From an optimization exercise on the open Yosys and OpenROAD flow, aimed at small area, a short achievable clock period and few clock cycles; shortcuts taken in it are not production practice.
Only simulation tests tie the RTL to the original design; equivalence was not proved.
No activity file was given, so power comes from the tool's default toggle rates.

==> flow/design.v (excerpt) <==
module mips(
    input clk,
    input reset,
    output [31:0] i_addr,
    input [31:0] i_rdata,
    output [31:0] d_addr,
    output [31:0] d_wdata,
    output d_we,
    input [31:0] d_rdata,
    output [4:0] w_reg,
    output [31:0] w_data,
    output [31:0] w_pc
    );
Size in the first run: ~8500 cells after synthesis, roughly 1400 flip-flops, about 230 I/O pins.
==> flow/config.mk <==
export PLATFORM = sky130hd
export DESIGN_NAME = mips
export DESIGN_NICKNAME = mips
export VERILOG_FILES = /design/flow/design.v
export SDC_FILE = /design/flow/constraint.sdc
export NUM_CORES = 4
export LEC_CHECK = 0
export CAP_MARGIN = 20
export CORE_MARGIN = 2
export CORE_UTILIZATION = 35
export PLACE_DENSITY = 0.42
export SLEW_MARGIN = 20
==> flow/constraint.sdc <==
create_clock -name core_clock -period 150.0 [get_ports {clk}]
set_input_delay 30.0000 -clock core_clock [delete_from_list [all_inputs] [get_ports {clk}]]
set_output_delay 30.0000 -clock core_clock [all_outputs]
set_load 0.01 [all_outputs]
standard.sh (not shown) runs the stock make flow with config.mk's settings and CLKGATE_MAP_FILE= SYNTH_SCRIPT=/design/flow/synth_recipe.tcl, a recipe that flattens the netlist after the stock synthesis.
==> flow/flow/run.sh <==
#!/bin/bash
# Layout flow: the standard ORFS flow (standard.sh: unchanged synthesis
# and steps), with knobs the standard flow does not expose:
#  - the I/O ports are buffered with buf_2 instead of the default delay
#    buffer, which is slower and larger;
#  - clock tree synthesis inserts no dummy loads (they only add area);
#  - from clock tree synthesis on, timing repair aims at the period the I/O
#    delays allow (about 31 ns) rather than at the 150 ns clock, so that it
#    works on the paths to and from the ports.
# The constraints (constraint.sdc) are the standard flow's, unchanged. Each step's full
# output is in standard_*.log here and in orfs/logs.
set -euo pipefail
export BUFFER_PORTS_ARGS="-buffer_cell sky130_fd_sc_hd__buf_2"
bash standard.sh synth floorplan place > standard_place.log 2>&1
export CTS_ARGS="-sink_clustering_enable -repair_clock_nets -sink_clustering_size 25 -sink_clustering_max_diameter 90 -dont_use_dummy_load"
export SETUP_SLACK_MARGIN=118.7
bash standard.sh cts route finish > standard_finish.log 2>&1
The starting point ran to the end with violations: capacitance limit, slew limit.
Testbench counts at the start, summed over its fixed seeds: cycles 132,183.
Change:
--- a/flow/design.v
+++ b/flow/design.v
@@ -144,16 +144,17 @@
     input [31:0] d_rdata,
     output [4:0] w_reg,
     output [31:0] w_data,
     output [31:0] w_pc
     );
 	reg [31:0] pc_f;                  
 	reg [31:0] ir_x, pc_x;            
 	reg        v_x, bd_x;             
+	reg        pe_x;                  
 	reg [4:0]  m_reg;                 
 	reg [31:0] m_res;                 
 	reg [14:2] m_pc;
 	reg        m_load, m_lsgn, m_ldm, m_ldev;
 	reg [1:0]  m_lsz;                 
 	reg        m_pst, m_psh;          
 	reg [31:0] da_q, dw_q;            
 	reg        dwe_q;
@@ -382,32 +383,38 @@
 	wire ld_haz = m_load && (m_reg != 5'd0) &&
 	              ((use_rs && (rs == m_reg)) || (use_rt && (rt == m_reg)));
 	wire md_haz = md_busy & (i_mfhi | i_mflo | i_mthi | i_mtlo |
 	                         ((i_div | i_divu) & (vb == 32'h0)));
 	wire st_haz = m_pst & is_mem;
 	wire stall = ld_haz | md_haz | st_haz;
 	wire exc_take = (exc != 5'd0) & ~cp_exl & ~stall;
 	assign x_go = ex & ~stall & ~exc_take;
-	wire eret_go = x_go & i_eret;
+	wire eret_go = x_go & i_eret & ~pe_x;
 	wire flush = exc_take | eret_go;
+	wire ff_f = (pc_f[1:0] != 2'b00) || (pc_f < 32'h00003000) || (pc_f > 32'h00004ffc);
+	wire [31:2] epc_nx = (i_mtc0 && rd == 5'd14) ? vb[31:2] : cp_epc;
+	wire f_ok = ~ff_f & ~stall & ~flush & ~is_bj;
+	wire f_eret = (i_rdata[31:26] == 6'h10) & i_rdata[25] & (i_rdata[5:0] == 6'h18);
 	always @(posedge clk) begin
 		if (rst_q) begin
 			pc_f <= 32'h00003000;
 			v_x <= 1'b0;
 			bd_x <= 1'b0;
 		end else begin
 			if (exc_take) pc_f <= 32'h00004180;
 			else if (eret_go) pc_f <= {cp_epc, 2'b00};
+			else if (f_ok & f_eret) pc_f <= {epc_nx, 2'b00};
 			else if (!stall) pc_f <= npc;
 			if (!stall) begin
 				pc_x <= pc_f;
 				bd_x <= is_bj;
 			end
 			v_x <= flush ? 1'b0 : stall ? v_x : 1'b1;
+			if (!stall) pe_x <= f_ok & f_eret;
 		end
 	end
 	always @(posedge clk)
 		if (!stall) ir_x <= i_rdata;
 	wire [31:0] pmerge;
 	assign pmerge[7:0]   = (m_psh ? ~da_q[1] : (da_q[1:0] == 2'd0)) ? dw_q[7:0] : d_rdata[7:0];
 	assign pmerge[15:8]  = (m_psh ? ~da_q[1] : (da_q[1:0] == 2'd1)) ? (m_psh ? dw_q[15:8] : dw_q[7:0]) : d_rdata[15:8];
 	assign pmerge[23:16] = (m_psh ? da_q[1] : (da_q[1:0] == 2'd2)) ? dw_q[7:0] : d_rdata[23:16];
@@ -477,12 +484,12 @@
 			end else if (x_go & i_mtc0) begin
 				if (rd == 5'd12) begin
 					cp_im <= vb[15:10];
 					cp_exl <= vb[1];
 					cp_ie <= vb[0];
 				end
 				if (rd == 5'd14) cp_epc <= vb[31:2];
 			end
-			if (eret_go) cp_exl <= 1'b0;
+			if (x_go & i_eret) cp_exl <= 1'b0;
 		end
 	end
 endmodule
What happened:
- The new run completed with no timing, DRC or antenna violations
- fmax hardly moves
- die area is lower by about 1.8%
- area after synthesis drops by 1.8%
- total power came out lower by about 5%
- count of clock-buffer cells in the layout goes up by 4
- via count went down by about 1.5%
- worst setup slack loses 72 ps
- final area rose by about 0.6%
- routed wire length shrinks by 2.8%
- utilization climbs by 0.80 points
Testbench counts after the change, summed over its fixed seeds: cycles 131,653.

static timing again, ports no longer ideal:
How much do the figures lean on ideal ports? The routed layouts below were timed once more, with nothing changed but the port constraints.
Step 1 (the two cells are an assumption about what drives the block):
set clk [get_ports {clk}]
set_driving_cell -lib_cell sky130_fd_sc_hd__clkbuf_16 $clk
set_driving_cell -lib_cell sky130_fd_sc_hd__buf_2 [delete_from_list [all_inputs] $clk]
Step 2 adds t to the input delays and takes it off the output delays; t is the mean of the earliest and latest rising clock arrival at the registers after step 1. Input paths then give back, and output paths get back, about the clock's delay inside the block.
a / b / c = ideal / step 1 / step 2; a / b = the first two.
| run | t, ns | slack for setup (ns) | worst setup path at the end | pins driven straight from the clock port |
|---|---|---|---|---|
| the first run | 0.925 | 118.348 / 118.234 / 117.935 | input to register | 1 |
| the second run | 0.950 | 118.276 / 118.170 / 117.833 | input to register | 1 |
The setup slack of the second run, which loses most, moves by -0.106 ns with the drivers and by -0.443 ns with both steps.
